Source: an optimization exercise on an open RTL-to-GDS flow (aim: small area and a short achievable clock period). Production flows keep margins and buffers that such runs may drop. Only simulation tests tie the RTL to the original design; equivalence was not proved. Power figures rest on the tool's default switching activity, not on a simulated workload.

<file path="flow/constraint.sdc">
create_clock -name core_clock -period 85.0 [get_ports {clk}]
set_input_delay 17.0000 -clock core_clock [delete_from_list [all_inputs] [get_ports {clk}]]
set_output_delay 17.0000 -clock core_clock [all_outputs]
set_load 0.01 [all_outputs]
</file>
<file path="flow/flow/run.sh">
#!/bin/bash
# The standard layout, with the smallest buffer cell on the ports in place of
# the one buffer_ports picks by default, a clock tree of smaller buffers
# without dummy loads, and timing repair asked to reach a setup slack of
# SETUP_SLACK_MARGIN ns.
set -euo pipefail
export BUFFER_PORTS_ARGS="-buffer_cell sky130_fd_sc_hd__buf_1"
export CTS_ARGS="-sink_clustering_enable -repair_clock_nets -dont_use_dummy_load -buf_list sky130_fd_sc_hd__clkbuf_8 -sink_clustering_size 16 -sink_clustering_max_diameter 80"
bash standard.sh SETUP_SLACK_MARGIN=66 > standard.log 2>&1
</file>
<file path="flow/design.v">
package general_defines;
    parameter INT_DATA_W = 32;
    parameter POSIT_DATA_W = 8;
    parameter ROB_LENGTH = 16;
    parameter IQ_LENGTH = 8;
    parameter BYPASS_LENGTH = 3;
    parameter PHYS_REG_LENGTH = 64;
    parameter ARCH_REG_LENGTH = 32;
    parameter INSTR_MEM_LENGTH = 256;
    parameter DATA_MEM_LENGTH = 256;
    parameter FETCH_BUFFER_LENGTH = 8;
    parameter PHT_LENGTH = 256; 
    parameter BTB_LENGTH = 64;
    localparam ROB_IDX_W = (ROB_LENGTH > 1) ? $clog2(ROB_LENGTH) : 1;
    localparam IQ_IDX_W = (IQ_LENGTH > 1) ? $clog2(IQ_LENGTH) : 1;
    localparam BYPASS_IDX_W = (BYPASS_LENGTH > 1) ? $clog2(BYPASS_LENGTH) : 1;
    localparam PHYS_REG_IDX_W = (PHYS_REG_LENGTH > 1) ? $clog2(PHYS_REG_LENGTH) : 1;
    localparam ARCH_REG_IDX_W = (ARCH_REG_LENGTH > 1) ? $clog2(ARCH_REG_LENGTH) : 1;
    localparam INSTR_MEM_IDX_W = (INSTR_MEM_LENGTH > 1) ? $clog2(INSTR_MEM_LENGTH) : 1;
    localparam DATA_MEM_IDX_W = (DATA_MEM_LENGTH > 1) ? $clog2(DATA_MEM_LENGTH) : 1;
    localparam FETCH_BUFFER_IDX_W = (FETCH_BUFFER_LENGTH > 1) ? $clog2(FETCH_BUFFER_LENGTH) : 1;
    localparam PHT_IDX_W = (PHT_LENGTH> 1) ? $clog2(PHT_LENGTH) : 1;
    localparam BTB_IDX_W = (BTB_LENGTH > 1) ? $clog2(BTB_LENGTH) : 1;
    typedef struct packed{
        logic valid;
        logic [INSTR_MEM_IDX_W-1:0] pc;
        logic [ARCH_REG_IDX_W-1:0] logical_rd;
        logic [PHYS_REG_IDX_W-1:0] phys_rd;
        logic [PHYS_REG_IDX_W-1:0] old_phys_rd;   
        logic [INT_DATA_W-1:0] result;
        logic done;
        logic is_store;
        logic is_load;
        logic [6:0] opcode;
        logic [2:0] funct3;
        logic [6:0] funct7;
        logic is_branch;
        logic pred_taken;
        logic [INSTR_MEM_IDX_W-1:0] pred_target;
        logic branch_taken;                      
        logic [INSTR_MEM_IDX_W-1:0] branch_target;   
    } rob_entry_t;
    typedef struct packed {
        logic [6:0] opcode;
        logic [INSTR_MEM_IDX_W-1:0] pc;
        logic [PHYS_REG_IDX_W-1:0] phys_rd;
        logic [PHYS_REG_IDX_W-1:0] phys_rs1;
        logic [PHYS_REG_IDX_W-1:0] phys_rs2;
        logic [INT_DATA_W-1:0] imm;
        logic [2:0] fu_type;  
        logic rs1_ready;
        logic rs2_ready;
        logic [INT_DATA_W-1:0] rs1_value;  
        logic [INT_DATA_W-1:0] rs2_value;
        logic valid;
        logic [2:0] funct3;
        logic [6:0] funct7;
        logic [ROB_IDX_W-1:0] rob_idx;
    } iq_entry_t;
    typedef struct packed {
        logic valid;
        logic [PHYS_REG_IDX_W-1:0] phys_rd;
        logic [INT_DATA_W-1:0] result;
    } bypass_entry_t;
endpackage
/*verilator lint_off MULTITOP*/
import general_defines::*;
module adder(
    input clk,
    input rst,
    input logic [INT_DATA_W-1:0] a,
    input logic [INT_DATA_W-1:0] b,
    input logic valid_i,
    output logic [INT_DATA_W-1:0] result,
    output logic valid_o
);
always_ff @(posedge clk) begin
    if(rst) begin
        result <= 'b0;
        valid_o <= 1'b0;
    end
    else begin
        valid_o <= valid_i;
        if(valid_i) begin
            result <= a+b;
        end
    end
end
endmodule
module subtractor(
    input clk,
    input rst,
    input logic [INT_DATA_W-1:0] a,
    input logic [INT_DATA_W-1:0] b,
    input logic valid_i,
    output logic [INT_DATA_W-1:0] result,
    output logic valid_o
);
always_ff @(posedge clk) begin
    if(rst) begin
        result <= 'b0;
        valid_o <= 1'b0;
    end
    else begin
        valid_o <= valid_i;
        if(valid_i) begin
            result <= a-b;
        end
    end
end
endmodule
module multiplier(
    input clk,
    input rst,
    input logic [INT_DATA_W-1:0] a,
    input logic [INT_DATA_W-1:0] b,
    input logic valid_i,
    output logic [INT_DATA_W-1:0] result,
    output logic busy
);
localparam int K = 1;
localparam int PW = 4;
logic [1:0]  count_mul;
logic [31:0] a_store;
logic [31-K:0] hi;
logic [31:0] t;
logic [31:0] step;
logic pp1, pp2, pp3, pp4, pp5, pp6, pp7, pp8, pp9, pp10, pp11, pp12;
logic pp13, pp14, pp15, pp16, pp17, pp18, pp19, pp20, pp21, pp22, pp23, pp24;
logic pp25, pp26, pp27, pp28, pp29, pp30, pp31, pp32, pp33, pp34, pp35, pp36;
logic pp37, pp38, pp39, pp40, pp41, pp42, pp43, pp44, pp45, pp46, pp47, pp48;
logic pp49, pp50, pp51, pp52, pp53, pp54, pp55, pp56, pp57, pp58, pp59, pp60;
logic pp61, pp62, pp63, pp64, pp65, pp66, pp67, pp68, pp69, pp70, pp71, pp72;
logic pp73, pp74, pp75, pp76, pp77, pp78, pp79, pp80, pp81, pp82, pp83, pp84;
logic pp85, pp86, pp87, pp88, pp89, pp90, pp91, pp92, pp93, pp94, pp95, pp96;
logic pp97, pp98, pp99, pp100, pp101, pp102, pp103, pp104, pp105, pp106, pp107, pp108;
logic pp109, pp110, pp111, pp112, pp113, pp114, pp115, pp116, pp117, pp118, pp119, pp120;
logic pp121, pp122, pp123, pp124, pp125, pp126, pp127, pp128, pp129, pp130, pp131, pp132;
logic pp133, pp134, pp135, pp136, pp137, pp138, pp139, pp140, pp141, pp142, pp143, pp144;
logic s145, c146, s147, c148, s149, c150, s151, c152, s153, c154, s155, c156;
logic s157, c158, s159, c160, s161, c162, s163, c164, s165, c166, s167, c168;
logic s169, c170, s171, c172, s173, c174, s175, c176, s177, c178, s179, c180;
logic s181, c182, s183, c184, s185, c186, s187, s188, s189, s190, c191, s192;
logic c193, s194, c195, s196, c197, s198, c199, s200, c201, s202, c203, s204;
logic c205, s206, c207, s208, c209, s210, c211, s212, c213, s214, c215, s216;
logic c217, s218, c219, s220, c221, s222, c223, s224, c225, s226, c227, s228;
logic c229, s230, c231, s232, c233, s234, c235, s236, c237, s238, c239, s240;
logic c241, s242, c243, s244, c245, s246, c247, s248, c249, s250, c251, s252;
logic c253, s254, c255, s256, c257, s258, s259, s260, c261, s262, c263, s264;
logic c265, s266, c267, s268, c269, s270, c271, s272, c273, s274, c275, s276;
logic c277, s278, c279, s280, c281, s282, c283, s284, c285, s286, c287, s288;
logic c289, s290, c291, s292, c293, s294, c295, s296, c297, s298, c299, s300;
logic c301, s302, c303, s304, c305, s306, s307, c308, s309, c310, s311, c312;
logic s313, c314, s315, c316, s317, c318, s319, c320, s321, c322, s323, c324;
logic s325, c326, s327, c328, s329, c330, s331, c332, s333, c334, s335, c336;
logic s337, c338, s339, c340, s341, c342, s343, c344, s345, c346, s347, c348;
logic s349, c350, s351, c352, s353, c354, s355, c356, s357, c358, s359, c360;
logic s361, s362, c363, s364, c365, s366, c367, s368, c369, s370, c371, s372;
logic c373, s374, c375, s376, c377, s378, c379, s380, c381, s382, c383, s384;
logic c385, s386, c387, s388, c389, s390, c391, s392, c393, s394, c395, s396;
logic c397, s398, c399, s400, c401, s402, c403, s404, c405, s406, c407, s408;
logic c409, s410, c411, s412, c413, s414, c415, s416, c417, s418, c419, s420;
logic c421, s422, c423, s424;
assign pp1 = a_store[0] & result[0];
assign pp2 = a_store[1] & result[0];
assign pp3 = a_store[2] & result[0];
assign pp4 = a_store[3] & result[0];
assign pp5 = a_store[4] & result[0];
assign pp6 = a_store[5] & result[0];
assign pp7 = a_store[6] & result[0];
assign pp8 = a_store[7] & result[0];
assign pp9 = a_store[8] & result[0];
assign pp10 = a_store[9] & result[0];
assign pp11 = a_store[10] & result[0];
assign pp12 = a_store[11] & result[0];
assign pp13 = a_store[12] & result[0];
assign pp14 = a_store[13] & result[0];
assign pp15 = a_store[14] & result[0];
assign pp16 = a_store[15] & result[0];
assign pp17 = a_store[16] & result[0];
assign pp18 = a_store[17] & result[0];
assign pp19 = a_store[18] & result[0];
assign pp20 = a_store[19] & result[0];
assign pp21 = a_store[20] & result[0];
assign pp22 = a_store[21] & result[0];
assign pp23 = a_store[22] & result[0];
assign pp24 = a_store[23] & result[0];
assign pp25 = a_store[24] & result[0];
assign pp26 = a_store[25] & result[0];
assign pp27 = a_store[26] & result[0];
assign pp28 = a_store[27] & result[0];
assign pp29 = a_store[28] & result[0];
assign pp30 = a_store[29] & result[0];
assign pp31 = a_store[30] & result[0];
assign pp32 = a_store[31] & result[0];
assign pp33 = a_store[0] & result[4];
assign pp34 = a_store[1] & result[4];
assign pp35 = a_store[2] & result[4];
assign pp36 = a_store[3] & result[4];
assign pp37 = a_store[4] & result[4];
assign pp38 = a_store[5] & result[4];
assign pp39 = a_store[6] & result[4];
assign pp40 = a_store[7] & result[4];
assign pp41 = a_store[8] & result[4];
assign pp42 = a_store[9] & result[4];
assign pp43 = a_store[10] & result[4];
assign pp44 = a_store[11] & result[4];
assign pp45 = a_store[12] & result[4];
assign pp46 = a_store[13] & result[4];
assign pp47 = a_store[14] & result[4];
assign pp48 = a_store[15] & result[4];
assign pp49 = a_store[16] & result[4];
assign pp50 = a_store[17] & result[4];
assign pp51 = a_store[18] & result[4];
assign pp52 = a_store[19] & result[4];
assign pp53 = a_store[20] & result[4];
assign pp54 = a_store[21] & result[4];
assign pp55 = a_store[22] & result[4];
assign pp56 = a_store[23] & result[4];
assign pp57 = a_store[24] & result[4];
assign pp58 = a_store[25] & result[4];
assign pp59 = a_store[26] & result[4];
assign pp60 = a_store[27] & result[4];
assign pp61 = a_store[0] & result[8];
assign pp62 = a_store[1] & result[8];
assign pp63 = a_store[2] & result[8];
assign pp64 = a_store[3] & result[8];
assign pp65 = a_store[4] & result[8];
assign pp66 = a_store[5] & result[8];
assign pp67 = a_store[6] & result[8];
assign pp68 = a_store[7] & result[8];
assign pp69 = a_store[8] & result[8];
assign pp70 = a_store[9] & result[8];
assign pp71 = a_store[10] & result[8];
assign pp72 = a_store[11] & result[8];
assign pp73 = a_store[12] & result[8];
assign pp74 = a_store[13] & result[8];
assign pp75 = a_store[14] & result[8];
assign pp76 = a_store[15] & result[8];
assign pp77 = a_store[16] & result[8];
assign pp78 = a_store[17] & result[8];
assign pp79 = a_store[18] & result[8];
assign pp80 = a_store[19] & result[8];
assign pp81 = a_store[20] & result[8];
assign pp82 = a_store[21] & result[8];
assign pp83 = a_store[22] & result[8];
assign pp84 = a_store[23] & result[8];
assign pp85 = a_store[0] & result[12];
assign pp86 = a_store[1] & result[12];
assign pp87 = a_store[2] & result[12];
assign pp88 = a_store[3] & result[12];
assign pp89 = a_store[4] & result[12];
assign pp90 = a_store[5] & result[12];
assign pp91 = a_store[6] & result[12];
assign pp92 = a_store[7] & result[12];
assign pp93 = a_store[8] & result[12];
assign pp94 = a_store[9] & result[12];
assign pp95 = a_store[10] & result[12];
assign pp96 = a_store[11] & result[12];
assign pp97 = a_store[12] & result[12];
assign pp98 = a_store[13] & result[12];
assign pp99 = a_store[14] & result[12];
assign pp100 = a_store[15] & result[12];
assign pp101 = a_store[16] & result[12];
assign pp102 = a_store[17] & result[12];
assign pp103 = a_store[18] & result[12];
assign pp104 = a_store[19] & result[12];
assign pp105 = a_store[0] & result[16];
assign pp106 = a_store[1] & result[16];
assign pp107 = a_store[2] & result[16];
assign pp108 = a_store[3] & result[16];
assign pp109 = a_store[4] & result[16];
assign pp110 = a_store[5] & result[16];
assign pp111 = a_store[6] & result[16];
assign pp112 = a_store[7] & result[16];
assign pp113 = a_store[8] & result[16];
assign pp114 = a_store[9] & result[16];
assign pp115 = a_store[10] & result[16];
assign pp116 = a_store[11] & result[16];
assign pp117 = a_store[12] & result[16];
assign pp118 = a_store[13] & result[16];
assign pp119 = a_store[14] & result[16];
assign pp120 = a_store[15] & result[16];
assign pp121 = a_store[0] & result[20];
assign pp122 = a_store[1] & result[20];
assign pp123 = a_store[2] & result[20];
assign pp124 = a_store[3] & result[20];
assign pp125 = a_store[4] & result[20];
assign pp126 = a_store[5] & result[20];
assign pp127 = a_store[6] & result[20];
assign pp128 = a_store[7] & result[20];
assign pp129 = a_store[8] & result[20];
assign pp130 = a_store[9] & result[20];
assign pp131 = a_store[10] & result[20];
assign pp132 = a_store[11] & result[20];
assign pp133 = a_store[0] & result[24];
assign pp134 = a_store[1] & result[24];
assign pp135 = a_store[2] & result[24];
assign pp136 = a_store[3] & result[24];
assign pp137 = a_store[4] & result[24];
assign pp138 = a_store[5] & result[24];
assign pp139 = a_store[6] & result[24];
assign pp140 = a_store[7] & result[24];
assign pp141 = a_store[0] & result[28];
assign pp142 = a_store[1] & result[28];
assign pp143 = a_store[2] & result[28];
assign pp144 = a_store[3] & result[28];
assign s145 = pp21 ^ pp49;
assign c146 = pp21 & pp49;
assign s147 = pp22 ^ pp50 ^ pp74;
assign c148 = (pp22 & pp50) | (pp22 & pp74) | (pp50 & pp74);
assign s149 = pp23 ^ pp51 ^ pp75;
assign c150 = (pp23 & pp51) | (pp23 & pp75) | (pp51 & pp75);
assign s151 = pp24 ^ pp52 ^ pp76;
assign c152 = (pp24 & pp52) | (pp24 & pp76) | (pp52 & pp76);
assign s153 = pp25 ^ pp53 ^ pp77;
assign c154 = (pp25 & pp53) | (pp25 & pp77) | (pp53 & pp77);
assign s155 = pp97 ^ pp113;
assign c156 = pp97 & pp113;
assign s157 = pp26 ^ pp54 ^ pp78;
assign c158 = (pp26 & pp54) | (pp26 & pp78) | (pp54 & pp78);
assign s159 = pp98 ^ pp114 ^ pp126;
assign c160 = (pp98 & pp114) | (pp98 & pp126) | (pp114 & pp126);
assign s161 = pp27 ^ pp55 ^ pp79;
assign c162 = (pp27 & pp55) | (pp27 & pp79) | (pp55 & pp79);
assign s163 = pp99 ^ pp115 ^ pp127;
assign c164 = (pp99 & pp115) | (pp99 & pp127) | (pp115 & pp127);
assign s165 = pp28 ^ pp56 ^ pp80;
assign c166 = (pp28 & pp56) | (pp28 & pp80) | (pp56 & pp80);
assign s167 = pp100 ^ pp116 ^ pp128;
assign c168 = (pp100 & pp116) | (pp100 & pp128) | (pp116 & pp128);
assign s169 = pp29 ^ pp57 ^ pp81;
assign c170 = (pp29 & pp57) | (pp29 & pp81) | (pp57 & pp81);
assign s171 = pp101 ^ pp117 ^ pp129;
assign c172 = (pp101 & pp117) | (pp101 & pp129) | (pp117 & pp129);
assign s173 = pp137 ^ pp141;
assign c174 = pp137 & pp141;
assign s175 = pp30 ^ pp58 ^ pp82;
assign c176 = (pp30 & pp58) | (pp30 & pp82) | (pp58 & pp82);
assign s177 = pp102 ^ pp118 ^ pp130;
assign c178 = (pp102 & pp118) | (pp102 & pp130) | (pp118 & pp130);
assign s179 = pp138 ^ pp142 ^ hi[29];
assign c180 = (pp138 & pp142) | (pp138 & hi[29]) | (pp142 & hi[29]);
assign s181 = pp31 ^ pp59 ^ pp83;
assign c182 = (pp31 & pp59) | (pp31 & pp83) | (pp59 & pp83);
assign s183 = pp103 ^ pp119 ^ pp131;
assign c184 = (pp103 & pp119) | (pp103 & pp131) | (pp119 & pp131);
assign s185 = pp139 ^ pp143 ^ hi[30];
assign c186 = (pp139 & pp143) | (pp139 & hi[30]) | (pp143 & hi[30]);
assign s187 = pp32 ^ pp60 ^ pp84;
assign s188 = pp104 ^ pp120 ^ pp132;
assign s189 = pp140 ^ pp144;
assign s190 = pp13 ^ pp41;
assign c191 = pp13 & pp41;
assign s192 = pp14 ^ pp42 ^ pp66;
assign c193 = (pp14 & pp42) | (pp14 & pp66) | (pp42 & pp66);
assign s194 = pp15 ^ pp43 ^ pp67;
assign c195 = (pp15 & pp43) | (pp15 & pp67) | (pp43 & pp67);
assign s196 = pp16 ^ pp44 ^ pp68;
assign c197 = (pp16 & pp44) | (pp16 & pp68) | (pp44 & pp68);
assign s198 = pp17 ^ pp45 ^ pp69;
assign c199 = (pp17 & pp45) | (pp17 & pp69) | (pp45 & pp69);
assign s200 = pp89 ^ pp105;
assign c201 = pp89 & pp105;
assign s202 = pp18 ^ pp46 ^ pp70;
assign c203 = (pp18 & pp46) | (pp18 & pp70) | (pp46 & pp70);
assign s204 = pp90 ^ pp106 ^ hi[17];
assign c205 = (pp90 & pp106) | (pp90 & hi[17]) | (pp106 & hi[17]);
assign s206 = pp19 ^ pp47 ^ pp71;
assign c207 = (pp19 & pp47) | (pp19 & pp71) | (pp47 & pp71);
assign s208 = pp91 ^ pp107 ^ hi[18];
assign c209 = (pp91 & pp107) | (pp91 & hi[18]) | (pp107 & hi[18]);
assign s210 = pp20 ^ pp48 ^ pp72;
assign c211 = (pp20 & pp48) | (pp20 & pp72) | (pp48 & pp72);
assign s212 = pp92 ^ pp108 ^ hi[19];
assign c213 = (pp92 & pp108) | (pp92 & hi[19]) | (pp108 & hi[19]);
assign s214 = pp73 ^ pp93 ^ pp109;
assign c215 = (pp73 & pp93) | (pp73 & pp109) | (pp93 & pp109);
assign s216 = pp121 ^ hi[20] ^ s145;
assign c217 = (pp121 & hi[20]) | (pp121 & s145) | (hi[20] & s145);
assign s218 = pp94 ^ pp110 ^ pp122;
assign c219 = (pp94 & pp110) | (pp94 & pp122) | (pp110 & pp122);
assign s220 = hi[21] ^ s147 ^ c146;
assign c221 = (hi[21] & s147) | (hi[21] & c146) | (s147 & c146);
assign s222 = pp95 ^ pp111 ^ pp123;
assign c223 = (pp95 & pp111) | (pp95 & pp123) | (pp111 & pp123);
assign s224 = hi[22] ^ s149 ^ c148;
assign c225 = (hi[22] & s149) | (hi[22] & c148) | (s149 & c148);
assign s226 = pp96 ^ pp112 ^ pp124;
assign c227 = (pp96 & pp112) | (pp96 & pp124) | (pp112 & pp124);
assign s228 = hi[23] ^ s151 ^ c150;
assign c229 = (hi[23] & s151) | (hi[23] & c150) | (s151 & c150);
assign s230 = pp125 ^ pp133 ^ hi[24];
assign c231 = (pp125 & pp133) | (pp125 & hi[24]) | (pp133 & hi[24]);
assign s232 = s153 ^ s155 ^ c152;
assign c233 = (s153 & s155) | (s153 & c152) | (s155 & c152);
assign s234 = pp134 ^ hi[25] ^ s157;
assign c235 = (pp134 & hi[25]) | (pp134 & s157) | (hi[25] & s157);
assign s236 = s159 ^ c154 ^ c156;
assign c237 = (s159 & c154) | (s159 & c156) | (c154 & c156);
assign s238 = pp135 ^ hi[26] ^ s161;
assign c239 = (pp135 & hi[26]) | (pp135 & s161) | (hi[26] & s161);
assign s240 = s163 ^ c158 ^ c160;
assign c241 = (s163 & c158) | (s163 & c160) | (c158 & c160);
assign s242 = pp136 ^ hi[27] ^ s165;
assign c243 = (pp136 & hi[27]) | (pp136 & s165) | (hi[27] & s165);
assign s244 = s167 ^ c162 ^ c164;
assign c245 = (s167 & c162) | (s167 & c164) | (c162 & c164);
assign s246 = hi[28] ^ s169 ^ s171;
assign c247 = (hi[28] & s169) | (hi[28] & s171) | (s169 & s171);
assign s248 = s173 ^ c166 ^ c168;
assign c249 = (s173 & c166) | (s173 & c168) | (c166 & c168);
assign s250 = s175 ^ s177 ^ s179;
assign c251 = (s175 & s177) | (s175 & s179) | (s177 & s179);
assign s252 = c170 ^ c172 ^ c174;
assign c253 = (c170 & c172) | (c170 & c174) | (c172 & c174);
assign s254 = s181 ^ s183 ^ s185;
assign c255 = (s181 & s183) | (s181 & s185) | (s183 & s185);
assign s256 = c176 ^ c178 ^ c180;
assign c257 = (c176 & c178) | (c176 & c180) | (c178 & c180);
assign s258 = s187 ^ s188 ^ s189;
assign s259 = c182 ^ c184 ^ c186;
assign s260 = pp9 ^ pp37;
assign c261 = pp9 & pp37;
assign s262 = pp10 ^ pp38 ^ pp62;
assign c263 = (pp10 & pp38) | (pp10 & pp62) | (pp38 & pp62);
assign s264 = pp11 ^ pp39 ^ pp63;
assign c265 = (pp11 & pp39) | (pp11 & pp63) | (pp39 & pp63);
assign s266 = pp12 ^ pp40 ^ pp64;
assign c267 = (pp12 & pp40) | (pp12 & pp64) | (pp40 & pp64);
assign s268 = pp65 ^ pp85 ^ hi[12];
assign c269 = (pp65 & pp85) | (pp65 & hi[12]) | (pp85 & hi[12]);
assign s270 = pp86 ^ hi[13] ^ s192;
assign c271 = (pp86 & hi[13]) | (pp86 & s192) | (hi[13] & s192);
assign s272 = pp87 ^ hi[14] ^ s194;
assign c273 = (pp87 & hi[14]) | (pp87 & s194) | (hi[14] & s194);
assign s274 = pp88 ^ hi[15] ^ s196;
assign c275 = (pp88 & hi[15]) | (pp88 & s196) | (hi[15] & s196);
assign s276 = hi[16] ^ s198 ^ s200;
assign c277 = (hi[16] & s198) | (hi[16] & s200) | (s198 & s200);
assign s278 = s202 ^ s204 ^ c199;
assign c279 = (s202 & s204) | (s202 & c199) | (s204 & c199);
assign s280 = s206 ^ s208 ^ c203;
assign c281 = (s206 & s208) | (s206 & c203) | (s208 & c203);
assign s282 = s210 ^ s212 ^ c207;
assign c283 = (s210 & s212) | (s210 & c207) | (s212 & c207);
assign s284 = s214 ^ s216 ^ c211;
assign c285 = (s214 & s216) | (s214 & c211) | (s216 & c211);
assign s286 = s218 ^ s220 ^ c215;
assign c287 = (s218 & s220) | (s218 & c215) | (s220 & c215);
assign s288 = s222 ^ s224 ^ c219;
assign c289 = (s222 & s224) | (s222 & c219) | (s224 & c219);
assign s290 = s226 ^ s228 ^ c223;
assign c291 = (s226 & s228) | (s226 & c223) | (s228 & c223);
assign s292 = s230 ^ s232 ^ c227;
assign c293 = (s230 & s232) | (s230 & c227) | (s232 & c227);
assign s294 = s234 ^ s236 ^ c231;
assign c295 = (s234 & s236) | (s234 & c231) | (s236 & c231);
assign s296 = s238 ^ s240 ^ c235;
assign c297 = (s238 & s240) | (s238 & c235) | (s240 & c235);
assign s298 = s242 ^ s244 ^ c239;
assign c299 = (s242 & s244) | (s242 & c239) | (s244 & c239);
assign s300 = s246 ^ s248 ^ c243;
assign c301 = (s246 & s248) | (s246 & c243) | (s248 & c243);
assign s302 = s250 ^ s252 ^ c247;
assign c303 = (s250 & s252) | (s250 & c247) | (s252 & c247);
assign s304 = s254 ^ s256 ^ c251;
assign c305 = (s254 & s256) | (s254 & c251) | (s256 & c251);
assign s306 = s258 ^ s259 ^ c255;
assign s307 = pp5 ^ pp33;
assign c308 = pp5 & pp33;
assign s309 = pp6 ^ pp34 ^ hi[5];
assign c310 = (pp6 & pp34) | (pp6 & hi[5]) | (pp34 & hi[5]);
assign s311 = pp7 ^ pp35 ^ hi[6];
assign c312 = (pp7 & pp35) | (pp7 & hi[6]) | (pp35 & hi[6]);
assign s313 = pp8 ^ pp36 ^ hi[7];
assign c314 = (pp8 & pp36) | (pp8 & hi[7]) | (pp36 & hi[7]);
assign s315 = pp61 ^ hi[8] ^ s260;
assign c316 = (pp61 & hi[8]) | (pp61 & s260) | (hi[8] & s260);
assign s317 = hi[9] ^ s262 ^ c261;
assign c318 = (hi[9] & s262) | (hi[9] & c261) | (s262 & c261);
assign s319 = hi[10] ^ s264 ^ c263;
assign c320 = (hi[10] & s264) | (hi[10] & c263) | (s264 & c263);
assign s321 = hi[11] ^ s266 ^ c265;
assign c322 = (hi[11] & s266) | (hi[11] & c265) | (s266 & c265);
assign s323 = s190 ^ s268 ^ c267;
assign c324 = (s190 & s268) | (s190 & c267) | (s268 & c267);
assign s325 = c191 ^ s270 ^ c269;
assign c326 = (c191 & s270) | (c191 & c269) | (s270 & c269);
assign s327 = c193 ^ s272 ^ c271;
assign c328 = (c193 & s272) | (c193 & c271) | (s272 & c271);
assign s329 = c195 ^ s274 ^ c273;
assign c330 = (c195 & s274) | (c195 & c273) | (s274 & c273);
assign s331 = c197 ^ s276 ^ c275;
assign c332 = (c197 & s276) | (c197 & c275) | (s276 & c275);
assign s333 = c201 ^ s278 ^ c277;
assign c334 = (c201 & s278) | (c201 & c277) | (s278 & c277);
assign s335 = c205 ^ s280 ^ c279;
assign c336 = (c205 & s280) | (c205 & c279) | (s280 & c279);
assign s337 = c209 ^ s282 ^ c281;
assign c338 = (c209 & s282) | (c209 & c281) | (s282 & c281);
assign s339 = c213 ^ s284 ^ c283;
assign c340 = (c213 & s284) | (c213 & c283) | (s284 & c283);
assign s341 = c217 ^ s286 ^ c285;
assign c342 = (c217 & s286) | (c217 & c285) | (s286 & c285);
assign s343 = c221 ^ s288 ^ c287;
assign c344 = (c221 & s288) | (c221 & c287) | (s288 & c287);
assign s345 = c225 ^ s290 ^ c289;
assign c346 = (c225 & s290) | (c225 & c289) | (s290 & c289);
assign s347 = c229 ^ s292 ^ c291;
assign c348 = (c229 & s292) | (c229 & c291) | (s292 & c291);
assign s349 = c233 ^ s294 ^ c293;
assign c350 = (c233 & s294) | (c233 & c293) | (s294 & c293);
assign s351 = c237 ^ s296 ^ c295;
assign c352 = (c237 & s296) | (c237 & c295) | (s296 & c295);
assign s353 = c241 ^ s298 ^ c297;
assign c354 = (c241 & s298) | (c241 & c297) | (s298 & c297);
assign s355 = c245 ^ s300 ^ c299;
assign c356 = (c245 & s300) | (c245 & c299) | (s300 & c299);
assign s357 = c249 ^ s302 ^ c301;
assign c358 = (c249 & s302) | (c249 & c301) | (s302 & c301);
assign s359 = c253 ^ s304 ^ c303;
assign c360 = (c253 & s304) | (c253 & c303) | (s304 & c303);
assign s361 = c257 ^ s306 ^ c305;
assign s362 = pp1 ^ hi[0];
assign c363 = pp1 & hi[0];
assign s364 = pp2 ^ hi[1] ^ c363;
assign c365 = (pp2 & hi[1]) | (pp2 & c363) | (hi[1] & c363);
assign s366 = pp3 ^ hi[2] ^ c365;
assign c367 = (pp3 & hi[2]) | (pp3 & c365) | (hi[2] & c365);
assign s368 = pp4 ^ hi[3] ^ c367;
assign c369 = (pp4 & hi[3]) | (pp4 & c367) | (hi[3] & c367);
assign s370 = hi[4] ^ s307 ^ c369;
assign c371 = (hi[4] & s307) | (hi[4] & c369) | (s307 & c369);
assign s372 = s309 ^ c308 ^ c371;
assign c373 = (s309 & c308) | (s309 & c371) | (c308 & c371);
assign s374 = s311 ^ c310 ^ c373;
assign c375 = (s311 & c310) | (s311 & c373) | (c310 & c373);
assign s376 = s313 ^ c312 ^ c375;
assign c377 = (s313 & c312) | (s313 & c375) | (c312 & c375);
assign s378 = s315 ^ c314 ^ c377;
assign c379 = (s315 & c314) | (s315 & c377) | (c314 & c377);
assign s380 = s317 ^ c316 ^ c379;
assign c381 = (s317 & c316) | (s317 & c379) | (c316 & c379);
assign s382 = s319 ^ c318 ^ c381;
assign c383 = (s319 & c318) | (s319 & c381) | (c318 & c381);
assign s384 = s321 ^ c320 ^ c383;
assign c385 = (s321 & c320) | (s321 & c383) | (c320 & c383);
assign s386 = s323 ^ c322 ^ c385;
assign c387 = (s323 & c322) | (s323 & c385) | (c322 & c385);
assign s388 = s325 ^ c324 ^ c387;
assign c389 = (s325 & c324) | (s325 & c387) | (c324 & c387);
assign s390 = s327 ^ c326 ^ c389;
assign c391 = (s327 & c326) | (s327 & c389) | (c326 & c389);
assign s392 = s329 ^ c328 ^ c391;
assign c393 = (s329 & c328) | (s329 & c391) | (c328 & c391);
assign s394 = s331 ^ c330 ^ c393;
assign c395 = (s331 & c330) | (s331 & c393) | (c330 & c393);
assign s396 = s333 ^ c332 ^ c395;
assign c397 = (s333 & c332) | (s333 & c395) | (c332 & c395);
assign s398 = s335 ^ c334 ^ c397;
assign c399 = (s335 & c334) | (s335 & c397) | (c334 & c397);
assign s400 = s337 ^ c336 ^ c399;
assign c401 = (s337 & c336) | (s337 & c399) | (c336 & c399);
assign s402 = s339 ^ c338 ^ c401;
assign c403 = (s339 & c338) | (s339 & c401) | (c338 & c401);
assign s404 = s341 ^ c340 ^ c403;
assign c405 = (s341 & c340) | (s341 & c403) | (c340 & c403);
assign s406 = s343 ^ c342 ^ c405;
assign c407 = (s343 & c342) | (s343 & c405) | (c342 & c405);
assign s408 = s345 ^ c344 ^ c407;
assign c409 = (s345 & c344) | (s345 & c407) | (c344 & c407);
assign s410 = s347 ^ c346 ^ c409;
assign c411 = (s347 & c346) | (s347 & c409) | (c346 & c409);
assign s412 = s349 ^ c348 ^ c411;
assign c413 = (s349 & c348) | (s349 & c411) | (c348 & c411);
assign s414 = s351 ^ c350 ^ c413;
assign c415 = (s351 & c350) | (s351 & c413) | (c350 & c413);
assign s416 = s353 ^ c352 ^ c415;
assign c417 = (s353 & c352) | (s353 & c415) | (c352 & c415);
assign s418 = s355 ^ c354 ^ c417;
assign c419 = (s355 & c354) | (s355 & c417) | (c354 & c417);
assign s420 = s357 ^ c356 ^ c419;
assign c421 = (s357 & c356) | (s357 & c419) | (c356 & c419);
assign s422 = s359 ^ c358 ^ c421;
assign c423 = (s359 & c358) | (s359 & c421) | (c358 & c421);
assign s424 = s361 ^ c360 ^ c423;
assign t = {s424, s422, s420, s418, s416, s414, s412, s410, s408, s406, s404, s402, s400, s398, s396, s394, s392, s390, s388, s386, s384, s382, s380, s378, s376, s374, s372, s370, s368, s366, s364, s362};
always_comb begin
    step[PW-1:0] = {t[K-1:0], result[PW-1:K]};
    for (int i = PW; i < 32; i++)
        step[i] = (count_mul == 2'b11 || i % PW >= PW - K) ? t[K + i - PW] : result[i + K];
end
always_ff @(posedge clk) begin
    if (!busy) a_store <= a;
    hi <= busy ? t[31:K] : '0;
    count_mul <= busy ? count_mul + 2'd1 : 2'd0;
end
always_ff @(posedge clk) begin
    if(rst) begin
        result <= 'b0;
        busy <= 'b0;
    end
    else if (!busy) begin
        if (valid_i) begin
            result <= b;
            busy <= 1'b1;
        end
    end
    else begin
        result <= step;
        if (count_mul == 2'b11) busy <= 1'b0;
    end
end
endmodule
module divider(
    input clk,
    input rst,
    input logic [INT_DATA_W-1:0] a,
    input logic [INT_DATA_W-1:0] b,
    input logic valid_i,
    output logic [INT_DATA_W-1:0] result,
    output logic busy
);
logic [2:0]  count_div;
logic [31:0] nd;         
logic [31:0] rem;
logic        dnz;
logic [31:0] r [0:4];
logic [31:0] q [0:4];
assign dnz = ~&nd;
function automatic logic [32:0] div_step(input logic [32:0] s, input logic [31:0] nd);
    logic [31:0] g, p, pp, diff;
    logic ge;
    p = s[31:0] ^ nd;
    g = s[31:0] & nd;
    g[0] = s[0] | nd[0];       
    pp = p;
    for (int l = 0; l < 5; l++)
        for (int i = 0; i < 32; i++)
            if (i & (1 << l)) begin
                g[i] = g[i] | (pp[i] & g[((i >> l) << l) - 1]);
                pp[i] = pp[i] & pp[((i >> l) << l) - 1];
            end
    diff = p ^ {g[30:0], 1'b1};
    ge = s[32] | g[31];
    div_step = {ge, ge ? diff : s[31:0]};
endfunction
always_comb begin
    r[0] = rem;
    q[0] = result;
    for (int j = 0; j < 4; j++) begin
        logic [32:0] st;
        logic ge;
        st = div_step({r[j], q[j][31]}, nd);
        ge = st[32] & dnz;
        r[j+1] = ge ? st[31:0] : {r[j][30:0], q[j][31]};
        q[j+1] = {q[j][30:0], ge};
    end
end
always_ff @(posedge clk) begin
    if (!busy) nd <= ~b;
    rem <= busy ? r[4] : 32'b0;
    count_div <= busy ? count_div + 3'd1 : 3'd0;
end
always_ff @(posedge clk) begin
    if(rst) begin
        result <= 'b0;
        busy <= 'b0;
    end
    else if (!busy) begin
        if (valid_i) begin
            result <= a;
            busy <= 1'b1;
        end
    end
    else begin
        result <= q[4];
        if (count_div == 3'b111) busy <= 1'b0;
    end
end
endmodule
/*verilator lint_on MULTITOP*/
import general_defines::*;
module int_fu (
    input  logic                  clk,
    input  logic                  rst,
    input  logic [INT_DATA_W-1:0] add_a,
    input  logic [INT_DATA_W-1:0] add_b,
    input  logic                  add_valid_i,
    output logic [INT_DATA_W-1:0] add_result,
    output logic                  add_valid_o,
    input  logic [INT_DATA_W-1:0] sub_a,
    input  logic [INT_DATA_W-1:0] sub_b,
    input  logic                  sub_valid_i,
    output logic [INT_DATA_W-1:0] sub_result,
    output logic                  sub_valid_o,
    input  logic [INT_DATA_W-1:0] mul_a,
    input  logic [INT_DATA_W-1:0] mul_b,
    input  logic                  mul_valid_i,
    output logic [INT_DATA_W-1:0] mul_result,
    output logic                  mul_busy,
    input  logic [INT_DATA_W-1:0] div_a,
    input  logic [INT_DATA_W-1:0] div_b,
    input  logic                  div_valid_i,
    output logic [INT_DATA_W-1:0] div_result,
    output logic                  div_busy
);
    adder int_adder (
        .clk(clk), .rst(rst), .a(add_a), .b(add_b), .valid_i(add_valid_i),
        .result(add_result), .valid_o(add_valid_o)
    );
    subtractor int_subtractor (
        .clk(clk), .rst(rst), .a(sub_a), .b(sub_b), .valid_i(sub_valid_i),
        .result(sub_result), .valid_o(sub_valid_o)
    );
    multiplier int_multiplier (
        .clk(clk), .rst(rst), .a(mul_a), .b(mul_b), .valid_i(mul_valid_i),
        .result(mul_result), .busy(mul_busy)
    );
    divider int_divider (
        .clk(clk), .rst(rst), .a(div_a), .b(div_b), .valid_i(div_valid_i),
        .result(div_result), .busy(div_busy)
    );
endmodule
</file>
<file path="flow/standard.sh">
#!/bin/bash
# synth_recipe.tcl (not shown) runs the flow's synth.tcl, then flattens the netlist and writes it again
# the make line also repeats each setting of config.mk as NAME=value (left out here)
make -C /OpenROAD-flow-scripts/flow DESIGN_CONFIG=/design/flow/config.mk WORK_HOME=/design/flow/orfs CLKGATE_MAP_FILE= SYNTH_SCRIPT=/design/flow/synth_recipe.tcl "${@:-finish}"
</file>
<file path="flow/config.mk">
export PLATFORM = sky130hd
export DESIGN_NAME = int_fu
export DESIGN_NICKNAME = int_fu
export VERILOG_FILES = /design/flow/design.v
export SDC_FILE = /design/flow/constraint.sdc
export NUM_CORES = 4
export LEC_CHECK = 0
export CAP_MARGIN = 20
export CORE_MARGIN = 2
export CORE_UTILIZATION = 60
export SLEW_MARGIN = 20
</file>
==> results of run 1 <==
[repair_timing]
item,4_1_cts,5_1_grt
pin swaps,34,35
resized for setup,33,37
cloned,0,0
buffers inserted,33,12
setup endpoints to repair,18,20
[cells by family after synthesis]
kind of cell / count (synthesis) / synth area share, %
AND/OR/NAND/NOR: 708 / 15.34
AO/OA/AOI/OAI: 529 / 15.33
multiplexers: 160 / 7.376
flip-flops: 264 / 26.33
adder cells (fa/ha/maj): 347 / 24.29
XOR/XNOR: 145 / 5.642
buffers and inverters: 337 / 5.698
[cell type report]
class                           count  area share [%]
Inverter                          248           3.729
Timing Repair Buffer              457           7.985
Antenna cell                        3         0.02929
Sequential cell                   264           23.14
Clock buffer                       25           1.342
Tap cell                          468           2.284
Multi-Input combinational cell   1889           61.49
[state kept, by name, summed over array words and instances, names as in the netlist]
signal and flops:
int_subtractor.valid_o 1, int_adder.result 32, int_divider.nd 32, int_divider.busy 1, int_multiplier.count_mul 2, int_divider.count_div 3
int_divider.rem 32, int_divider.result 32, int_multiplier.a_store 32, int_adder.valid_o 1, int_subtractor.result 32, int_multiplier.result 32
int_multiplier.hi 31, int_multiplier.busy 1
[power by group through the flow]
stage,logic (mW),registers (mW),clock network (mW)
detailed placement,0.961,0.169,0
global route,1.09,0.169,0.0756
global placement,0.926,0.169,0
CTS,0.972,0.167,0.0721
finish,0.982,0.167,0.0702
floorplan,0.774,0.166,0
[worst register-to-register path, delay by kind of cell, from the launching register on]
family	cells	cell delay, ps
compound gates	29	8620
buf+inv	5	1520
fa+ha+maj	4	1430
mux	3	1430
simple gates	8	1270
flops	1	500
[placed cells by master, fill, tap and decap left out, types with 15 or more instances in the layout]
cell type  Yosys  final
nor2b_1       46     43
nand4_1       15     15
nand3_1       19     19
mux2i_1      113    113
inv_1        247    241
nor3_1        31     30
xor2_1        64     63
and2_1       139    139
o21a_1        32     32
edfxtp_1      64     64
buf_1         14    379
dfxtp_1      200    198
a21oi_1      169    156
nor2_1       249    246
mux2_2        47     47
nand2_1      133    133
fa_1         150    148
a21o_1        64     64
xnor2_1       81     79
nand2b_1      25     24
clkbuf_8       0     25
o21ai_0       85     71
a211oi_1      79     77
buf_4          4     60
ha_1         197    187
[through the flow]
step	worst slack [ps]	hold slack, ps	utilization (%)
after floorplan	65460	399.2	-
after global placement	64980	413.9	67.05
after detailed placement	64920	418.9	67.05
after CTS	65810	433.3	69.00
after global routing	65610	449.6	69.69
final	65750	436.2	69.69
[worst paths after layout]
| path | startpoint | endpoint | slack (ps) | cells past startpoint |
|---|---|---|---|---|
| max | add_a[0] | int_adder.result[26] | 65750 | 17 |
| max reg2reg | int_divider.nd[26] | int_divider.rem[4] | 70130 | 49 |
| min reg2reg | int_multiplier.count_mul[0] | int_multiplier.count_mul[0] | 440 | 1 |
| min | int_multiplier.count_mul[0] | int_multiplier.count_mul[0] | 440 | 1 |
[layer usage]
metal | global-route usage, % | up-vias | part of all wire [%]
li1 | - | 9275 | -
met1 | 42.45 | 9153 | 41
met2 | 57.97 | 656 | 48
met3 | 6.847 | 136 | 7.6
met4 | 11.25 | 2 | 3.7
met5 | 0 | - | 0.020
==> run_results.csv, run 1 <==
group,metric,value,unit
logic_synthesis,netlist_area,22510,um2
setup_path,crit_fanout,3,
pwr,p_comb_share,80.5,%
cts,clock_path_buffers,3,
logic_synthesis,synth_async_sr_flop_share,0,%
drt,dr.pass1.iters,5,
die,core,36790,um2
drt,drcViolationCount,0,
pwr,cellPowerDensity,47.56,nW/um2
setup_path,cpMostUsedCell,"buf_4",
setup_path,startpoint_type,"input port",
logic_synthesis,synth_top_area_cell,"dfxtp_1",
sta,setup_tns,0,ps
flow_run,cap_violations,0,
final_layout,num-nets-final,3494,
drt,num_vias,19220,
sta,tightest_slew,971.3,ps
setup_path,crit_slowest_cell,"fa_2",
die,die_h,197.7,um
place,place.gp.congestion,0.9892,
sta,skew,57.11,ps
cts,cts_sinks,264,
cts,cts_tree,"yes",
sta,hold_viol,0,
final_layout,finalNonFillerCells,3354,
place,dp_hpwl,50.48,mm
pwr,clockPowerShare,5.8,%
global_routing,grt_usage,33.73,%
die,io_pins,394,
setup_path,path_cells,"buf_6 > ha_4 > inv_2 > fa_2 > nor2b_2 > o21ai_2 > a21boi_2 > o2111ai_2 > a32oi_2 > a221oi_2 > o21a_1 > o31ai_4 > o41ai_2 > buf_4 > buf_4 > xor2_2 > a211oi_2",
cts,clkTransAtPathRegs,110,ps
die,initial_core_util,61.19,%
final_layout,fill_cells,3048,
setup_path,critPathTopFamily,"compound AO/OA/AOI/OAI gates",
global_routing,grt_pass1_vias,19710,
place,io_buffers,393,
final_layout,multi_input_area,15760,um2
pwr,sw_frac_of_total,49.63,%
logic_synthesis,synth.most_common_cell,"nor2_1",
cts,numCtsBuffers,25,
global_routing,grt_pass1_wl,103.6,mm
global_routing,antenna_found_initial,4,
hold_path,hp-class,"reg2reg",
global_routing,overflow,0,
die,dieArea,39080,um2
final_layout,postLayoutCellArea,25630,um2
place,dp_cells,3281,
place,dpl_cell_area,24660,um2
pwr,p_sw,605.1,uW
cts,clk_latency,620,ps
die,die_w,197.7,um
setup_path,cpPeakStageDelay,360,ps
sta,setup_viol,0,
logic_synthesis,syn_inst,2490,
pwr,seqPwrFrac,13.7,%
drt,drt_wl_total,65.77,mm
sta,fin_crit,19250,ps
logic_synthesis,synth_seq_area_share,26.33,%
pwr,ir_worst_vdd,77.89,uV
drt,drtIter0Drc,1017,
logic_synthesis,ys.flop_type,"dfxtp_1",
final_layout,seqCellArea,5931,um2
die,rows,70,
logic_synthesis,synthTopCellsByCount,"nor2_1, inv_1, dfxtp_1",
cts,root_buffer,"clkbuf_8",
status,status,"finished clean",
sta,timing.fmax,51.95,MHz
logic_synthesis,synth_area_leaders,"dfxtp_1, fa_1, ha_1",
setup_path,required,85540,ps
sta,drv_slew,0,
setup_path,arrival,19790,ps
logic_synthesis,synth_top_area_share,17.79,%
drt,ant_nets,0,
cts,htreeDepth,1,
pwr,finalPower,1.219,mW
sta,rsz0062_at_grt,"true",
cts,postCtsHoldBufs,0,
sta,worst_slew_margin_rel,35.25,%
setup_path,crit_buf_inv,4,
pwr,power_leakage,11.42,nW
drt,vias_per_cell,5.731,
final_layout,layout-drive-gt1-share,8.394,%
setup_path,worstSetupEndpointType,"flop",
final_layout,areaGrowthSynthToFinish,13.89,%
logic_synthesis,ys_seq_elements,264,
sta,min_period_over_period,22.65,%
pwr,cellInternalPower,614.2,uW
logic_synthesis,synth_edf_count,64,
drt,wl_per_cell,19.61,um
setup_path,path_class,"in2reg",
logic_synthesis,avgSynthCellArea,9.040,um2
logic_synthesis,synth_nets,3099,
logic_synthesis,ys_types,66,
logic_synthesis,ys_warn_count,7,
global_routing,grt_max_degree,87,
==> run 2: changes to the inputs <==
--- a/flow/config.mk
+++ b/flow/config.mk
@@ -11 +11,2 @@
 export SLEW_MARGIN = 20
+export SYNTH_HIERARCHICAL = 1
==> run 2 against run 1 <==
Against the previous run: cell area is 1.3% higher; non-clock buffer count is 47 lower; sequential power hardly changed; first-iteration DRC count is 54% higher; hold slack worse by 11 ps; via count is 7.8% higher; combinational power is 4.1% lower; die area is 5.4% higher; utilization is 2.8 points lower; maximum frequency is 2.5% higher; clock-buffer cell count is 1 lower; clock power is 1% lower; critical path type unchanged; largest cell class unchanged; largest power group unchanged.
==> run_results.csv, run 2 <==
group,metric,value,unit
logic_synthesis,ys_types,98,
logic_synthesis,synth_seq_area_share,24.94,%
cts,cts-resized-gates,0,
setup_path,r2r_slack,69380,ps
final_layout,seqCellArea,5931,um2
die,die_h,203.0,um
hold_path,hp-class,"reg2reg",
cts,clkTransAtPathRegs,100,ps
pwr,power_leakage,11.21,nW
die,dieArea,41200,um2
global_routing,grt_pass1_vias,20730,
status,status,"finished clean",
sta,rsz0062_at_grt,"false",
logic_synthesis,synth_top_area_cell,"dfxtp_1",
hold_path,min_from,"int_divider.count_div[0]",
global_routing,overflow,0,
final_layout,layout_common_cells,"buf_1, inv_1, a21oi_1, nor2_1, dfxtp_1",
hold_path,holdPathStages,1,
logic_synthesis,synth.most_common_cell,"inv_1",
place,dp_hpwl,53.95,mm
logic_synthesis,synthTopCellsByCount,"inv_1, a21oi_1, dfxtp_1",
final_layout,num-nets-final,3599,
pwr,cellInternalPower,576.2,uW
final_layout,areaGrowthSynthToFinish,9.264,%
die,initial_core_util,61.19,%
pwr,seqPwrFrac,14.1,%
global_routing,grt_max_degree,84,
logic_synthesis,ys.flop_type,"dfxtp_1",
drt,wl_met1,29.46,mm
sta,setup_tns,0,ps
sta,setup_viol,0,
sta,drv_slew,0,
sta,min_period_over_period,22.09,%
pwr,p_sw,600.9,uW
final_layout,layout-drive-gt1-share,5.522,%
drt,dr.pass1.iters,6,
place,dp_cells,3482,
final_layout,finalNonFillerCells,3507,
setup_path,r2r_cells,39,
final_layout,multi_input_area,16470,um2
die,io_pins,394,
place,pre_cts_ws,65610,ps
die,core,38830,um2
cts,htreeDepth,1,
place,place.gp.congestion,0.9368,
pwr,ir_worst_vdd,48.02,uV
sta,tightest_slew,1063,ps
sta,setup_slack,66220,ps
sta,hold_viol,0,
cts,clk_latency,610,ps
logic_synthesis,synth_async_sr_flop_share,0,%
logic_synthesis,synth_edf_count,64,
hold_path,worstHoldEndpoint,"int_divider.count_div[0]",
logic_synthesis,avgSynthCellArea,8.955,um2
setup_path,path_class,"in2reg",
pwr,p_comb_share,80.0,%
setup_path,crit_fanout,4,
global_routing,grt_usage,33.24,%
logic_synthesis,synth_nets,3262,
drt,drt_wl_total,69.34,mm
cts,postCtsSetupBuffers,0,
setup_path,worstSetupEndpointType,"flop",
sta,fin_crit,18780,ps
setup_path,startpoint_type,"input port",
drt,wl_per_cell,19.77,um
final_layout,fill_cells,3358,
drt,wl_met2,32.16,mm
drt,vias_per_cell,5.906,
drt,routed-wl-met3,5.585,mm
setup_path,arrival,19270,ps
cts,postCtsHoldBufs,0,
drt,ant_nets,0,
logic_synthesis,synth_top_area_share,16.85,%
logic_synthesis,synth_area_leaders,"dfxtp_1, fa_1, ha_1",
sta,worst_slew_margin_rel,29.12,%
drt,highest_layer,"met5",
setup_path,r2r-end,"int_multiplier.hi[30]",
logic_synthesis,netlist_area,23760,um2
setup_path,r2r-start,"int_multiplier.a_store[0]",
drt,drtIter0Drc,1570,
place,io_buffers,393,
cts,root_buffer,"clkbuf_8",
pwr,cellPowerDensity,45.35,nW/um2
cts,cts_sinks,264,
flow_run,cap_violations,0,
final_layout,fin_util,66.86,%
cts,clock_path_buffers,3,
pwr,sw_frac_of_total,51.05,%
cts,numCtsBuffers,24,
drt,num_vias,20710,
setup_path,required,85490,ps
global_routing,antenna_found_initial,2,
pwr,clockPowerShare,5.9,%
logic_synthesis,syn_inst,2653,
logic_synthesis,ys_seq_elements,264,
sta,timing.fmax,53.25,MHz
final_layout,layout_commonest_cell,"buf_1",
sta,skew,45.70,ps
die,die_w,203.0,um
drt,drcViolationCount,0,
global_routing,grt_pass1_wl,109.0,mm
logic_synthesis,ys_warn_count,13,
cts,cts_tree,"yes",
die,rows,72,
run 2: Yosys stat by module, one instance, submodules excluded, a selection:
module      flops+latches  times used
adder                  33           1
multiplier             98           1
subtractor             33           1
divider               100           1
run 2: stage by stage:
| step | area [um2] | hold slack, ps | power, mW |
|---|---|---|---|
| 2_1_floorplan | 23800 | 389.6 | 0.8952 |
| 6_report | 25960 | 425.5 | 1.177 |
| 5_1_grt | 25960 | 432.1 | 1.281 |
| 3_3_place_gp | 25630 | 399.8 | 1.068 |
| 4_1_cts | 25960 | 426.3 | 1.168 |
| 3_5_place_dp | 25630 | 411.5 | 1.093 |
run 2: layout make-up:
type                    instances  share of cell area, %
diodes                          1               0.009640
clock buffers                  24                  1.272
inverters                     257                  3.716
multi-input cells            2033                  63.45
flip-flops and latches        264                  22.85
well taps                     518                  2.497
repair buffers                410                  6.203
run 2: worst max-delay path by stage:
stage,from,end,slack [ps],depth (start not counted)
after floorplan,add_b[0],int_adder.result[26],65990,10
after global placement,add_b[0],int_adder.result[26],65670,11
after detailed placement,rst,int_subtractor.result[25],65610,7
after CTS,add_b[0],int_adder.result[26],66260,11
after global routing,rst,int_subtractor.result[25],66030,7
final,add_b[0],int_adder.result[26],66220,11
run 2: logic make-up after synthesis:
group	synth area share (%)
buffers and inverters	5.919
adder cells (fa/ha/maj)	23.01
AO/OA/AOI/OAI	18.04
flip-flops	24.94
XOR/XNOR	5.588
multiplexers	6.562
AND/OR/NAND/NOR	15.94
run 2: routing by layer:
layer	up-vias	track usage, %
met5	-	0
met3	126	4.366
met2	857	56.38
li1	9908	-
met4	2	10.45
met1	9819	44.18
run 2: critical path, stage by stage:
cell and delay, ps:
buf_1 100, ha_4 180, fa_2 390, a211oi_2 230, o21ai_1 130, a211oi_2 400, o21ai_2 150, a31oi_4 190
o21ai_2 70, nor4bb_1 120, or3_1 310
run 2: power groups by stage:
stage / clock, mW / combinational, mW / sequential [mW]
after floorplan: 0 / 0.731 / 0.164
after global placement: 0 / 0.900 / 0.168
after detailed placement: 0 / 0.925 / 0.168
after CTS: 0.0715 / 0.930 / 0.166
after global routing: 0.0751 / 1.04 / 0.168
final: 0.0694 / 0.942 / 0.166
==> run 3: changes to the inputs <==
--- a/flow/design.v
+++ b/flow/design.v
@@ -67,2 +67,16 @@
 import general_defines::*;
+function automatic logic [31:0] add32(input logic [31:0] a, input logic [31:0] b, input logic cin);
+    logic [31:0] g, p, pp;
+    p = a ^ b;
+    g = a & b;
+    g[0] = g[0] | (p[0] & cin);
+    pp = p;
+    for (int l = 0; l < 5; l++)
+        for (int i = 0; i < 32; i++)
+            if (i & (1 << l)) begin
+                g[i] = g[i] | (pp[i] & g[((i >> l) << l) - 1]);
+                pp[i] = pp[i] & pp[((i >> l) << l) - 1];
+            end
+    add32 = p ^ {g[30:0], cin};
+endfunction
 module adder(
@@ -84,3 +98,3 @@
         if(valid_i) begin
-            result <= a+b;
+            result <= add32(a, b, 1'b0);
         end
@@ -106,3 +120,3 @@
         if(valid_i) begin
-            result <= a-b;
+            result <= add32(a, ~b, 1'b1);
         end
@@ -646,3 +660,3 @@
     ge = s[32] | g[31];
-    div_step = {ge, ge ? diff : s[31:0]};
+    div_step = {ge, diff};
 endfunction
==> run 3 against run 2 <==
Against the previous run: still clean; utilization rose by 0.31 points; synthesized cell count down 6.6%; clock-buffer cell count increased by 1; critical path depth rose by 2; global-route usage is 0.80 points lower; maximum frequency is 0.80% lower; via count fell by 6.6%; register-to-register slack improved by 1500 ps; first-iteration DRC count fell by 31%; clock power grew 4.5%; cell area fell by 2.5%; largest power group unchanged.
==> run_results.csv, run 3 <==
group,metric,value,unit
setup_path,arrival,19500,ps
setup_path,cpPeakStageDelay,380,ps
pwr,p_comb_share,75.7,%
sta,min_period_over_period,22.27,%
logic_synthesis,ys_warn_count,13,
setup_path,crit_slowest_cell,"or3b_1",
final_layout,postLayoutCellArea,25300,um2
sta,skew,93.63,ps
hold_path,min_from,"int_multiplier.count_mul[0]",
global_routing,grt_max_degree,83,
sta,worst_slew_margin_rel,25.83,%
sta,setup_tns,0,ps
drt,wl_per_cell,19.30,um
pwr,p_sw,486.4,uW
logic_synthesis,synthTopCellsByCount,"inv_1, dfxtp_1, nor2_1",
pwr,clockPowerShare,7.4,%
cts,clk_latency,640,ps
logic_synthesis,ys.flop_type,"dfxtp_1",
setup_path,worstSetupEndpointType,"flop",
drt,ant_nets,0,
cts,root_buffer,"clkbuf_8",
logic_synthesis,ys_types,105,
drt,vias_per_cell,5.780,
logic_synthesis,syn_inst,2477,
setup_path,r2r_slack,70900,ps
hold_path,worstHoldEndpoint,"int_multiplier.count_mul[0]",
setup_path,r2r_cells,41,
die,rows,71,
drt,dr.pass1.iters,5,
final_layout,fin_util,67.17,%
drt,drtIter0Drc,1077,
global_routing,overflow,0,
sta,timing.fmax,52.82,MHz
pwr,power_leakage,11.02,nW
pwr,finalPower,972.7,uW
final_layout,num-nets-final,3447,
setup_path,required,85570,ps
global_routing,antenna_found_initial,5,
logic_synthesis,synth.most_common_cell,"inv_1",
setup_path,crit_cells,13,
sta,holdWs,421.9,ps
pwr,cellInternalPower,486.3,uW
place,pre_cts_ws,65310,ps
cts,clock_path_buffers,3,
drt,num_vias,19340,
sta,drv_slew,0,
cts,htreeDepth,1,
sta,tightest_slew,1113,ps
sta,fin_crit,18930,ps
logic_synthesis,synth_area_leaders,"dfxtp_1, fa_1, ha_1",
setup_path,critPathTopFamily,"compound AO/OA/AOI/OAI gates",
global_routing,grt_usage,32.43,%
place,place.gp.congestion,0.9404,
die,initial_core_util,60.90,%
sta,setup_viol,0,
sta,hold_viol,0,
setup_path,r2r-start,"int_divider.nd[2]",
pwr,ir_worst_vdd,27.55,uV
logic_synthesis,ys_seq_elements,264,
die,die_h,199.5,um
pwr,cellPowerDensity,38.45,nW/um2
cts,cts_tree,"yes",
final_layout,layout_commonest_cell,"buf_1",
final_layout,layout_common_cells,"buf_1, inv_1, nor2_1, dfxtp_1, ha_1",
logic_synthesis,synth_async_sr_flop_share,0,%
cts,clkTransAtPathRegs,100,ps
logic_synthesis,synth_top_area_share,17.45,%
setup_path,path_class,"in2reg",
setup_path,path_cells,"clkbuf_2 > inv_8 > ha_4 > fa_2 > nand2b_4 > a21oi_4 > o211ai_4 > o311ai_4 > a41oi_4 > nor2b_2 > a311oi_1 > or3b_1 > a21oi_2",
global_routing,grt_pass1_vias,18950,
die,io_pins,394,
cts,numCtsBuffers,25,
cts,cts_sinks,264,
place,dpl_cell_area,24880,um2
setup_path,r2r-end,"int_divider.rem[31]",
final_layout,finalNonFillerCells,3345,
logic_synthesis,synth_top_area_cell,"dfxtp_1",
logic_synthesis,synth_edf_count,64,
logic_synthesis,avgSynthCellArea,9.261,um2
drt,drt_wl_total,64.55,mm
die,die_w,199.5,um
place,io_buffers,393,
final_layout,areaGrowthSynthToFinish,10.29,%
logic_synthesis,synth_nets,3092,
place,dp_cells,3310,
final_layout,layout-drive-gt1-share,5.795,%
place,dp_hpwl,50.39,mm
pwr,sw_frac_of_total,50.00,%
setup_path,crit_buf_inv,2,
die,core,37670,um2
sta,setup_slack,66070,ps
drt,drcViolationCount,0,
hold_path,hp-class,"reg2reg",
logic_synthesis,synth_seq_area_share,25.83,%
setup_path,startpoint_type,"input port",
global_routing,grt_pass1_wl,101.2,mm
setup_path,crit_fanout,4,
logic_synthesis,netlist_area,22940,um2
die,dieArea,39810,um2
pwr,seqPwrFrac,16.9,%
flow_run,cap_violations,0,
hold_path,holdPathStages,1,
status,status,"finished clean",
sta,rsz0062_at_grt,"false",
[run 3: cell count changes after synthesis, sizes merged, moves of 9 or more]
cell     change
mux2        -13
a211oi       -9
xnor2       -11
nand2       -26
inv         +10
o21ai       -29
o2bb2ai     +24
a21oi       -46
clkbuf      -20
nand4       -10
a31o        -14
nor4        -15
nand3       -15
[run 3: logic make-up (layout without fill, tap and decap cells)]
kind of cell | count (synthesis) | in the layout | share of synthesized area (%)
and+or+nand+nor | 681 | 681 | 14.91
AOI/OAI and AO/OA | 560 | 560 | 17.56
adders and majority gates | 353 | 353 | 24.42
buffers and inverters | 352 | 705 | 6.032
DFF | 264 | 264 | 25.83
muxes | 135 | 135 | 6.114
xor gates and xnor gates | 132 | 132 | 5.133
other | 0 | 4 | 0
[run 3: routing by layer]
layer	track usage [%]	share of wire, %	vias to the layer above
met5	0	0.017	-
met4	8.066	2.6	2
met3	5.553	6.1	88
met2	54.53	47	584
met1	43.48	44	9386
li1	-	-	9275
[run 3: worst max path at each step]
| stage | from | to | slack [ps] |
|---|---|---|---|
| 4_1_cts | sub_a[0] | int_subtractor.result[27] | 66030 |
| 3_3_place_gp | sub_a[0] | int_subtractor.result[27] | 65360 |
| 5_1_grt | sub_a[0] | int_subtractor.result[27] | 65980 |
| 3_5_place_dp | sub_a[0] | int_subtractor.result[27] | 65310 |
| 2_1_floorplan | sub_a[0] | int_subtractor.result[27] | 65770 |
| 6_report | sub_a[0] | int_subtractor.result[27] | 66070 |
[run 3: power groups by stage]
stage,clock [mW],combinational [mW],sequential [mW]
finish,0.0725,0.736,0.164
global route,0.0775,0.821,0.166
CTS,0.0740,0.732,0.164
detailed placement,0,0.727,0.166
global placement,0,0.700,0.166
floorplan,0,0.571,0.163
[run 3: worst reg2reg max path, delay by kind of cell, from the launching register on]
family | cells | cell delay (ps)
AO/OA/AOI/OAI | 23 | 6990
AND/OR/NAND/NOR | 9 | 2590
buffers and inverters | 4 | 1650
adder cells (fa/ha/maj) | 3 | 1160
multiplexers | 2 | 820
flip-flops | 1 | 710
[run 3: cell type report]
type	instances	area, um2
multi-input cells	1861	15730
fillers	3251	12370
flip-flops and latches	264	5928
repair buffers	414	1642
inverters	266	1006
well taps	511	639.4
clock buffers	25	344.1
diodes	4	10.01
[run 3: what timing repair did]
item,in CTS,in global routing
buffers inserted,0,6
pin swaps,1,4
resized for setup,0,4
hold buffers,0,0
cloned,0,0
setup endpoints to repair,1,8
[run 3: Yosys stat by module, one instance, submodules excluded, excerpt]
module	flip-flops and latches	cell area, um2	copies in the design	cells
divider	100	10340	1	1190
multiplier	98	7581	1	706
subtractor	33	2579	1	297
adder	33	2437	1	284
==> run 4: changes to the inputs <==
==> flow/flow/run.sh (replaced) <==
#!/bin/bash
# The standard layout, with the smallest buffer cell on the ports in place of
# the one buffer_ports picks by default, a clock tree of smaller buffers
# without dummy loads, and timing repair asked to reach a setup slack of
# SETUP_SLACK_MARGIN ns.
set -euo pipefail
export BUFFER_PORTS_ARGS="-buffer_cell sky130_fd_sc_hd__buf_1"
export CTS_ARGS="-sink_clustering_enable -repair_clock_nets -dont_use_dummy_load -buf_list sky130_fd_sc_hd__clkbuf_8 -sink_clustering_size 12 -sink_clustering_max_diameter 60"
bash standard.sh SETUP_SLACK_MARGIN=66.3 > standard.log 2>&1
--- a/flow/config.mk
+++ b/flow/config.mk
@@ -9,3 +9,3 @@
 export CORE_MARGIN = 2
-export CORE_UTILIZATION = 60
+export CORE_UTILIZATION = 70
 export SLEW_MARGIN = 20
==> run 4 against run 3 <==
Against the previous run: still clean on timing, DRC and antenna; sequential power is essentially flat; cell area up 1.5%; first-iteration DRC count grew 21%; non-clock buffer count increased by 18; critical path depth stayed put; worst setup slack better by 110 ps; utilization rose by 12 points; clock power up 7.4%; largest cell class unchanged.
==> run_results.csv, run 4 <==
group,metric,value,unit
pwr,cellInternalPower,495.3,uW
sta,tightest_slew,1105,ps
logic_synthesis,ys_seq_elements,264,
setup_path,r2r-end,"int_multiplier.hi[30]",
die,io_pins,394,
place,io_buffers,393,
sta,fin_crit,18830,ps
logic_synthesis,synth_top_area_share,17.45,%
logic_synthesis,ys.flop_type,"dfxtp_1",
die,die_w,185.0,um
setup_path,r2r-start,"int_multiplier.a_store[0]",
pwr,p_sw,494.1,uW
sta,skew,64.64,ps
global_routing,grt_pass1_vias,19870,
pwr,seqPwrFrac,16.6,%
sta,rsz0062_at_grt,"true",
pwr,cellPowerDensity,38.51,nW/um2
drt,wl_per_cell,19.62,um
die,core,32370,um2
global_routing,grt_pass1_wl,100.9,mm
place,pre_cts_ws,65280,ps
logic_synthesis,ys_warn_count,13,
drt,ant_nets,0,
drt,drtIter0Drc,1298,
sta,timing.fmax,53.12,MHz
setup_path,worstSetupEndpointType,"flop",
setup_path,path_class,"in2reg",
setup_path,arrival,19400,ps
pwr,sw_frac_of_total,49.94,%
setup_path,startpoint_type,"input port",
final_layout,fill_cells,2276,
sta,drv_slew,0,
drt,drt_wl_total,64.81,mm
setup_path,crit_fanout,4,
sta,worst_slew_margin_rel,26.34,%
cts,cts_tree,"yes",
cts,numCtsBuffers,31,
sta,holdWs,418.3,ps
logic_synthesis,synth_async_sr_flop_share,0,%
final_layout,layout-drive-gt1-share,7.638,%
hold_path,hp-class,"reg2reg",
place,dp_hpwl,49.58,mm
logic_synthesis,synth_seq_area_share,25.83,%
die,rows,66,
cts,clk_latency,650,ps
logic_synthesis,synth.most_common_cell,"inv_1",
drt,vias_per_cell,6.059,
cts,clock_path_buffers,3,
logic_synthesis,netlist_area,22940,um2
final_layout,seqCellArea,5929,um2
drt,num_vias,20010,
drt,drcViolationCount,0,
logic_synthesis,syn_inst,2477,
drt,dr.pass1.iters,5,
logic_synthesis,synth_nets,3092,
die,die_h,185.0,um
die,dieArea,34230,um2
logic_synthesis,avgSynthCellArea,9.261,um2
logic_synthesis,synth_top_area_cell,"dfxtp_1",
final_layout,multi_input_area,15930,um2
sta,setup_tns,0,ps
setup_path,worstSetupEndpoint,"int_subtractor.result[27]",
sta,setup_slack,66170,ps
setup_path,crit_path_start,"sub_a[0]",
logic_synthesis,synth_area_leaders,"dfxtp_1, fa_1, ha_1",
sta,setup_viol,0,
status,status,"finished clean",
sta,hold_viol,0,
global_routing,antenna_found_initial,6,
global_routing,grt_usage,37.18,%
logic_synthesis,synthTopCellsByCount,"inv_1, dfxtp_1, nor2_1",
final_layout,areaGrowthSynthToFinish,11.98,%
final_layout,num-nets-final,3471,
logic_synthesis,synth_edf_count,64,
sta,min_period_over_period,22.15,%
pwr,clockPowerShare,7.9,%
die,initial_core_util,70.86,%
setup_path,required,85570,ps
pwr,p_comb_share,75.6,%
place,place.gp.congestion,0.9701,
final_layout,layout_common_cells,"buf_1, inv_1, nor2_1, dfxtp_1, ha_1",
logic_synthesis,ys_types,105,
cts,htreeDepth,1,
cts,cts_sinks,264,
setup_path,r2r_slack,71150,ps
pwr,ir_worst_vdd,52.13,uV
global_routing,grt_max_degree,89,
pwr,power_leakage,11.21,nW
cts,clkTransAtPathRegs,80,ps
setup_path,r2r_cells,39,
flow_run,cap_violations,0,
final_layout,layout_commonest_cell,"buf_1",
cts,root_buffer,"clkbuf_8",
global_routing,overflow,0,
run 4: per-module statistics from Yosys (local to each module, per instance), excerpt:
| module | cell area (um2) | copies in the design | flip-flops and latches | cells |
|---|---|---|---|---|
| multiplier | 7581 | 1 | 98 | 706 |
| subtractor | 2579 | 1 | 33 | 297 |
| adder | 2437 | 1 | 33 | 284 |
| divider | 10340 | 1 | 100 | 1190 |
run 4: kinds of logic (layout without fill, tap and decap cells):
family                   Yosys count  count (layout)  synth area share, %
AND/OR/NAND/NOR                  681             681                14.91
AO/OA/AOI/OAI                    560             560                17.56
adder cells (fa/ha/maj)          353             353                24.42
buffers and inverters            352             729                6.032
flip-flops                       264             264                25.83
multiplexers                     135             135                6.114
XOR/XNOR                         132             132                5.133
other                              0               7                    0
run 4: metal layers:
layer	vias to the layer above	track usage [%]	share of wire [%]
li1	9319	-	-
met1	9653	46.77	40
met2	844	62.49	48
met3	196	6.941	7.9
met4	0	16.51	4.7
met5	-	0	0
run 4: repair_timing:
item,CTS,global route
buffers inserted,12,11
hold buffers,0,0
setup endpoints to repair,21,25
pin swaps,17,20
gates cloned,0,0
gates resized for setup,25,28
run 4: how the worst min path moves through the flow:
stage	startpoint	to	depth (start not counted)
finish	int_multiplier.count_mul[0]	int_multiplier.count_mul[0]	1
CTS	int_multiplier.count_mul[0]	int_multiplier.count_mul[0]	1
floorplan	int_divider.count_div[0]	int_divider.count_div[0]	1
detailed placement	int_multiplier.count_mul[0]	int_multiplier.count_mul[0]	1
global route	int_divider.count_div[0]	int_divider.count_div[0]	1
global placement	int_multiplier.count_mul[0]	int_multiplier.count_mul[0]	1
run 4: power groups by stage:
stage                     Combinational (mW)  Clock, mW  Sequential [mW]
after floorplan                        0.572          0            0.163
after global placement                 0.695          0            0.165
after detailed placement               0.728          0            0.166
after CTS                              0.735     0.0786            0.163
after global routing                   0.822     0.0830            0.165
final                                  0.748     0.0779            0.164
run 4: cell type report:
class	count	share of cell area, %
Inverter	266	3.916
Tap cell	442	2.153
Antenna cell	7	0.06819
Sequential cell	264	23.08
Clock buffer	31	1.661
Timing Repair Buffer	432	7.102
Multi-Input combinational cell	1861	62.02
run 4: stage by stage:
stage | std cells | cell area, um2 | power, mW | util, %
3_5_place_dp | 3242 | 24820 | 0.8935 | 76.67
5_1_grt | 3302 | 25680 | 1.070 | 79.34
4_1_cts | 3285 | 25450 | 0.9766 | 78.62
6_report | 3303 | 25690 | 0.9893 | 79.35
2_1_floorplan | 2477 | 23040 | 0.7347 | -
3_3_place_gp | 3242 | 24820 | 0.8602 | 76.67
run 4: critical path, cell delays in order:
cell	delay, ps
buf_8	80
inv_8	30
ha_4	150
fa_2	350
nand2b_4	160
a21oi_4	190
o211ai_4	120
o311ai_4	350
a41oi_4	200
nor2b_2	170
a311oi_1	90
or3b_1	370
a21oi_2	130
